Source: an optimization exercise on an open RTL-to-GDS flow (aim: small area and a short achievable clock period). Production flows keep margins and buffers that such runs may drop. RTL that was checked went through simulation tests only; none was proved equivalent to the original. Power figures rest on the tool's default switching activity, not on a simulated workload.

==> flow/design.v <==
module OV7670_gt #(parameter W = 8) (input [W-1:0] a, input [W-1:0] b, output y);
	wire [W:0] g;
	assign g[0] = 1'b0;
	genvar i;
	generate for (i = 0; i < W; i = i + 1) begin : s
		assign g[i+1] = (a[i] & ~b[i]) | ((a[i] | ~b[i]) & g[i]);
	end endgenerate
	assign y = g[W];
endmodule
module OV7670_inc #(parameter W = 8) (input [W-1:0] q, input en, output [W-1:0] y, output all1);
	assign y[0] = q[0] ^ en;
	genvar i;
	generate for (i = 1; i < W; i = i + 1) begin : s
		assign y[i] = q[i] ^ (en & (&q[i-1:0]));
	end endgenerate
	assign all1 = &q;
endmodule
module OV7670_updn #(parameter W = 8) (input [W-1:0] q, input up, input dn, output [W-1:0] y);
	assign y[0] = q[0] ^ (up | dn);
	genvar i;
	generate for (i = 1; i < W; i = i + 1) begin : s
		assign y[i] = q[i] ^ ((up & (&q[i-1:0])) | (dn & ~(|q[i-1:0])));
	end endgenerate
endmodule
module OV7670_col(
	input clk,
	input rst,
	input clr,        
	input vs_rise,
	input fall,       
	input rowclr,     
	input fresh,
	input fire,       
	output reg [11:0] Prom,
	output reg [7:0] Inc,
	output reg [7:0] D,
	output [1:0] shape   
);
	reg [5:0] A;      
	reg [6:0] E;      
	wire fbk = Prom[11] ^ Prom[5] ^ Prom[3] ^ Prom[0] ^ ~|Prom[10:0];
	wire [11:0] prom_n = fire ? {Prom[10:0], fbk} : Prom;
	wire [5:0] a_n;
	wire a_all1;
	OV7670_inc #(6) ia(.q(A), .en(fire), .y(a_n), .all1(a_all1));
	wire [6:0] e_dec;
	OV7670_updn #(7) ue(.q(E), .up(1'b0), .dn(fire), .y(e_dec));
	wire [6:0] e_n = {e_dec[6] ^ (fire & a_all1), e_dec[5:0]};
	wire up = E[6];
	wire dn = ~E[6] & (|E[5:0]);
	wire [7:0] inc_n;
	OV7670_updn #(8) uinc(.q(Inc), .up(up), .dn(dn), .y(inc_n));
	wire inc_is0 = ~|Inc;
	wire inc_is255 = &Inc;
	wire d_is0 = ~|D;
	wire d_zero = fresh | (up & d_is0 & ~inc_is255) | (dn & inc_is0);
	wire d_full = up & inc_is255;
	wire [7:0] d_step;
	OV7670_updn #(8) ud(.q(D), .up(dn), .dn(up), .y(d_step));
	wire inrange = (Inc > 8'd88) & (Inc < 8'd112);
	wire dgt12 = (D > 8'd12);
	assign shape = inrange ? ((fresh | dgt12) ? 2'b10 : 2'b01) : 2'b11;
	always @(posedge clk) begin
		Prom <= clr ? 12'd0 : prom_n;
		A <= (clr | rowclr) ? 6'd0 : a_n;
		if (clr) E <= 7'd0;
		else if (rowclr) E <= {1'b0, A};
		else E <= e_n;
		if (rst) Inc <= 8'd0;
		else if (vs_rise) Inc <= 8'd100;
		else if (fall) Inc <= inc_n;
		if (fall) D <= d_zero ? 8'd0 : d_full ? 8'd255 : d_step;
	end
endmodule
module OV7670(
	input Reset,
	output reg [11:0]  PixelData,
	output [14:0] PAddress,
	output reg WPixel,
	input Pclock,
	input Href,
	input Vsync,
	input [7:0] Data,
	output reg [1:0] Promedio,
	output reg [1:0] Forma
);
	reg Href_prev, VSync_prev, Sync;
	reg [7:0] XPixel, YPixel;
	reg [10:0] PAhi;             
	reg [1:0] fcol;              
	reg fk;                      
	reg rgtg, ggtr;              
	reg [3:0] cM;                
	reg armW, armR, armG, armB;  
	reg fresh;                   
	reg [2:0] fd;                
	reg gRG, gGR, gRB, gBR, gGB, gBG;  
	assign PAddress = {PAhi, XPixel[3:0]};
	wire vs_rise = Vsync & ~VSync_prev;
	wire fall    = ~Vsync & ~Href & Href_prev;
	wire hi_byte = ~Vsync & Href & ~Sync;
	wire lo_byte = ~Vsync & Href & Sync;
	wire clr = Reset | vs_rise;
	wire [7:0] xp1, yp1;
	wire x_all1, y_all1;
	OV7670_inc #(8) ix(.q(XPixel), .en(1'b1), .y(xp1), .all1(x_all1));
	OV7670_inc #(8) iy(.q(YPixel), .en(1'b1), .y(yp1), .all1(y_all1));
	wire x_ge175 = XPixel[7] & (XPixel[6] | XPixel[5] & (XPixel[4] | (&XPixel[3:0])));
	wire x_gt175 = XPixel[7] & (XPixel[6] | XPixel[5] & XPixel[4]);
	wire y_ge143 = YPixel[7] & (YPixel[6] | YPixel[5] | YPixel[4] | (&YPixel[3:0]));
	wire y_gt143 = YPixel[7] & (YPixel[6] | YPixel[5] | YPixel[4]);
	wire x_out_inc = x_ge175 & ~x_all1;
	wire y_out_inc = y_ge143 & ~y_all1;
	wire pd_zero = ~Vsync & (fall ? y_out_inc : (y_gt143 | (lo_byte ? x_out_inc : x_gt175)));
	wire x_lo15 = &XPixel[3:0];
	wire [6:0] U = PAhi[10:4];
	wire [3:0] L = PAhi[3:0];
	wire [6:0] u_up, u_dn;
	wire u_all1;
	OV7670_inc #(7) iu(.q(U), .en(1'b1), .y(u_up), .all1(u_all1));
	OV7670_updn #(7) du(.q(U), .up(1'b0), .dn(1'b1), .y(u_dn));
	wire [4:0] li = {1'b0, L} + 5'd1;
	wire [6:0] ui = li[4] ? (x_all1 ? U : u_up) : (x_all1 ? u_dn : U);
	wire [10:0] pa_inc = {ui, li[3:0]};
	wire [4:0] dfl = 5'd11 - {1'b0, XPixel[7:4]};
	wire [4:0] lf = {1'b0, L} + {1'b0, dfl[3:0]};
	wire [6:0] uf = lf[4] ? (dfl[4] ? U : u_up) : (dfl[4] ? u_dn : U);
	wire [10:0] pa_fall = y_all1 ? 11'd0 : {uf, lf[3:0]};
	wire xwin = (XPixel >= 8'd38) & (XPixel <= 8'd136);
	wire ywin = (YPixel >= 8'd23) & (YPixel <= 8'd121);
	wire [3:0] dR = Data[7:4];
	wire [3:0] dG = Data[3:0];
	wire d_rgtg, d_ggtr;
	OV7670_gt #(4) c0(.a(dR), .b(dG), .y(d_rgtg));
	OV7670_gt #(4) c1(.a(dG), .b(dR), .y(d_ggtr));
	wire d_wpre = ~Reset & hi_byte & xwin & ywin;
	always @(posedge Pclock) begin
		rgtg <= d_rgtg;
		ggtr <= d_ggtr;
		cM <= d_rgtg ? dR : dG;
		armW <= d_wpre;
		armR <= d_wpre & fk & (fcol == 2'd1) & d_rgtg;
		armG <= d_wpre & fk & (fcol == 2'd2) & d_ggtr;
		armB <= d_wpre & fk & (fcol == 2'd3);
	end
	wire [3:0] cB = Data[7:4];
	wire mgtb, bgtm;
	OV7670_gt #(4) c2(.a(cM), .b(cB), .y(mgtb));
	OV7670_gt #(4) c3(.a(cB), .b(cM), .y(bgtm));
	wire act = Href & ~Vsync;
	wire fireR = act & armR & mgtb;
	wire fireG = act & armG & mgtb;
	wire fireB = act & armB & bgtm;
	wire win = act & armW;
	wire bdom = bgtm;
	wire gdom = ggtr & mgtb;
	wire rdom = rgtg & mgtb;
	wire [1:0] cm = rgtg ? 2'd1 : 2'd2;
	wire mdom = mgtb & (rgtg | ggtr);
	wire sameB = (fcol == 2'd3);
	wire sameM = (fcol == cm);
	wire rowclr = fall & ~VSync_prev;
	wire [11:0] PR, PG, PB;
	wire [7:0] IR, IG, IB, DR, DG, DB;
	wire [1:0] SR, SG, SB;
	OV7670_col colR(.clk(Pclock), .rst(Reset), .clr(clr), .vs_rise(vs_rise), .fall(fall), .rowclr(rowclr), .fresh(fresh), .fire(fireR), .Prom(PR), .Inc(IR), .D(DR), .shape(SR));
	OV7670_col colG(.clk(Pclock), .rst(Reset), .clr(clr), .vs_rise(vs_rise), .fall(fall), .rowclr(rowclr), .fresh(fresh), .fire(fireG), .Prom(PG), .Inc(IG), .D(DG), .shape(SG));
	OV7670_col colB(.clk(Pclock), .rst(Reset), .clr(clr), .vs_rise(vs_rise), .fall(fall), .rowclr(rowclr), .fresh(fresh), .fire(fireB), .Prom(PB), .Inc(IB), .D(DB), .shape(SB));
	wire eRG = (PR == PG);
	wire eRB = (PR == PB);
	wire eGB = (PG == PB);
	wire zR = ~|PR;
	wire zG = ~|PG;
	wire zB = ~|PB;
	reg nRG, nGR, nRB, nBR, nGB, nBG;
	always @(*) begin
		{nRG, nGR, nRB, nBR, nGB, nBG} = {gRG, gGR, gRB, gBR, gGB, gBG};
		if (fd[0]) begin  
			nRG = ~zR & ~gGR;  nGR = zR ? ~zG : gGR & ~eRG;
			nRB = ~zR & ~gBR;  nBR = zR ? ~zB : gBR & ~eRB;
		end
		if (fd[1]) begin  
			nGR = ~zG & ~gRG;  nRG = zG ? ~zR : gRG & ~eRG;
			nGB = ~zG & ~gBG;  nBG = zG ? ~zB : gBG & ~eGB;
		end
		if (fd[2]) begin  
			nBR = ~zB & ~gRB;  nRB = zB ? ~zR : gRB & ~eRB;
			nBG = ~zB & ~gGB;  nGB = zB ? ~zG : gGB & ~eGB;
		end
	end
	wire rwin = nRG & nRB;
	wire gwin = nGR & nGB;
	wire bwin = nBR & nBG;
	wire [1:0] f_shape = rwin ? SR : gwin ? SG : SB;
	wire [1:0] p_n = rwin ? 2'b01 : gwin ? 2'b10 : bwin ? 2'b11 : 2'b00;
	wire [1:0] f_n = (rwin | gwin | bwin) ? f_shape : 2'b00;
	always @(posedge Pclock) begin
		if (Reset) begin
			Href_prev <= 1'b0;
			VSync_prev <= 1'b0;
			Sync <= 1'b0;
			WPixel <= 1'b0;
			XPixel <= 8'd0;
			YPixel <= 8'd0;
			PAhi <= 11'd0;
			PixelData <= 12'd0;
			fcol <= 2'd0;
			fk <= 1'b0;
			fresh <= 1'b1;
			fd <= 3'd0;
			{gRG, gGR, gRB, gBR, gGB, gBG} <= 6'd0;
			Promedio <= 2'd0;
			Forma <= 2'd0;
		end else begin
			Href_prev <= Href;
			VSync_prev <= Vsync;
			Sync <= hi_byte;
			WPixel <= lo_byte;
			if (Vsync | fall) XPixel <= 8'd0;
			else if (lo_byte) XPixel <= xp1;
			if (Vsync) YPixel <= 8'd0;
			else if (fall) YPixel <= yp1;
			if (Vsync) PAhi <= 11'd0;
			else if (fall) PAhi <= pa_fall;
			else if (lo_byte & x_lo15) PAhi <= pa_inc;
			if (pd_zero) PixelData <= 12'd0;
			else begin
				if (hi_byte) PixelData[11:4] <= Data;
				if (lo_byte) PixelData[3:0] <= Data[7:4];
			end
			if (win & bdom) begin
				fcol <= (sameB & fk) ? 2'd0 : 2'd3;
				fk <= sameB & ~fk;
			end else if (win & mdom) begin
				fcol <= (sameM & fk) ? 2'd0 : cm;
				fk <= sameM & ~fk;
			end
			fd <= {fireB, fireG, fireR};
			if (vs_rise) {gRG, gGR, gRB, gBR, gGB, gBG} <= 6'd0;
			else {gRG, gGR, gRB, gBR, gGB, gBG} <= {nRG, nGR, nRB, nBR, nGB, nBG};
			if (vs_rise) fresh <= 1'b1;
			else if (fall) fresh <= 1'b0;
			if (vs_rise) begin
				Promedio <= p_n;
				Forma <= f_n;
			end
		end
	end
endmodule
export LEC_CHECK = 0
export CAP_MARGIN = 20
export CORE_MARGIN = 2
export CORE_UTILIZATION = 40
export SETUP_SLACK_MARGIN = 5
export SLEW_MARGIN = 20
create_clock -name core_clock -period 8.0 [get_ports {Pclock}]
standard.sh (not shown) runs the stock make flow with config.mk's settings and CLKGATE_MAP_FILE= SYNTH_SCRIPT=/design/flow/synth_recipe.tcl, a recipe that flattens the netlist after the stock synthesis.
==> flow/flow/run.sh <==
#!/bin/bash
# The standard layout, with plain buffers (instead of the default delay
# buffer) on the input and output ports.
set -euo pipefail
bash standard.sh 'BUFFER_PORTS_ARGS=-buffer_cell sky130_fd_sc_hd__buf_2' finish > standard.log 2>&1
The starting point finished with timing, DRC and antenna clean.
Change:
--- a/flow/design.v
+++ b/flow/design.v
@@ -121,11 +121,16 @@
 	OV7670_updn #(7) du(.q(U), .up(1'b0), .dn(1'b1), .y(u_dn));
 	wire [4:0] li = {1'b0, L} + 5'd1;
 	wire [6:0] ui = li[4] ? (x_all1 ? U : u_up) : (x_all1 ? u_dn : U);
 	wire [10:0] pa_inc = {ui, li[3:0]};
-	wire [4:0] dfl = 5'd11 - {1'b0, XPixel[7:4]};
-	wire [4:0] lf = {1'b0, L} + {1'b0, dfl[3:0]};
-	wire [6:0] uf = lf[4] ? (dfl[4] ? U : u_up) : (dfl[4] ? u_dn : U);
+	wire [3:0] x4 = XPixel[7:4];
+	wire [3:0] lfs = L + 4'd11 - x4;
+	wire [4:0] x4p4 = {1'b0, x4} + 5'd4;
+	wire fup;
+	OV7670_gt #(5) cfu(.a({1'b0, L}), .b(x4p4), .y(fup));
+	wire fdn = ~L[3] & ~L[2] & x4[3] & x4[2] & ((x4[1] & ~L[1]) | ((x4[1] | ~L[1]) & (x4[0] | ~L[0])));
+	wire [6:0] uf = fup ? u_up : fdn ? u_dn : U;
+	wire [4:0] lf = {1'b0, lfs};
 	wire [10:0] pa_fall = y_all1 ? 11'd0 : {uf, lf[3:0]};
 	wire xwin = (XPixel >= 8'd38) & (XPixel <= 8'd136);
 	wire ywin = (YPixel >= 8'd23) & (YPixel <= 8'd121);
 	wire [3:0] dR = Data[7:4];
Via count came out lower by about 3%.
Critical path depth stays the same.
Wire length goes down by 3.9%.
Clock skew increases by 0.0038 ns.
Count of clock-buffer cells in the layout climbs by 4.
Sequential power is about the same.
Only the layout flow was run in the first run of this note; the RTL was not checked for function there.

## re-timing with driven ports
How much do the figures lean on ideal ports? The routed layouts below were timed once more, with nothing changed but the port constraints.
Step 1: set_driving_cell puts a clkbuf_16 on Pclock and a buf_2 on each other input, an assumption about the parent block.
Step 2 times the ports against the registers' clock, not the clock port: input delays grow and output delays shrink by t, the midpoint of the rising clock arrivals with the driver on.
a / b / c = ideal / step 1 / step 2; a / b = the first two.
run	t (ns)	setup slack, ns	hold slack, ns	worst setup path at the end	clock arrival spread, ns
the first run	0.480	5.024 / 5.032 / 4.552	0.458 / 0.458 / 0.458	input to register	0.016 / 0.015
the second run	0.477	5.066 / 5.093 / 4.617	0.454 / 0.454 / 0.454	input to register	0.019 / 0.019
After both steps every run listed still meets setup and hold. The setup slack of the first run, which loses most, moves by +0.008 ns with the drivers and by -0.472 ns with both steps.
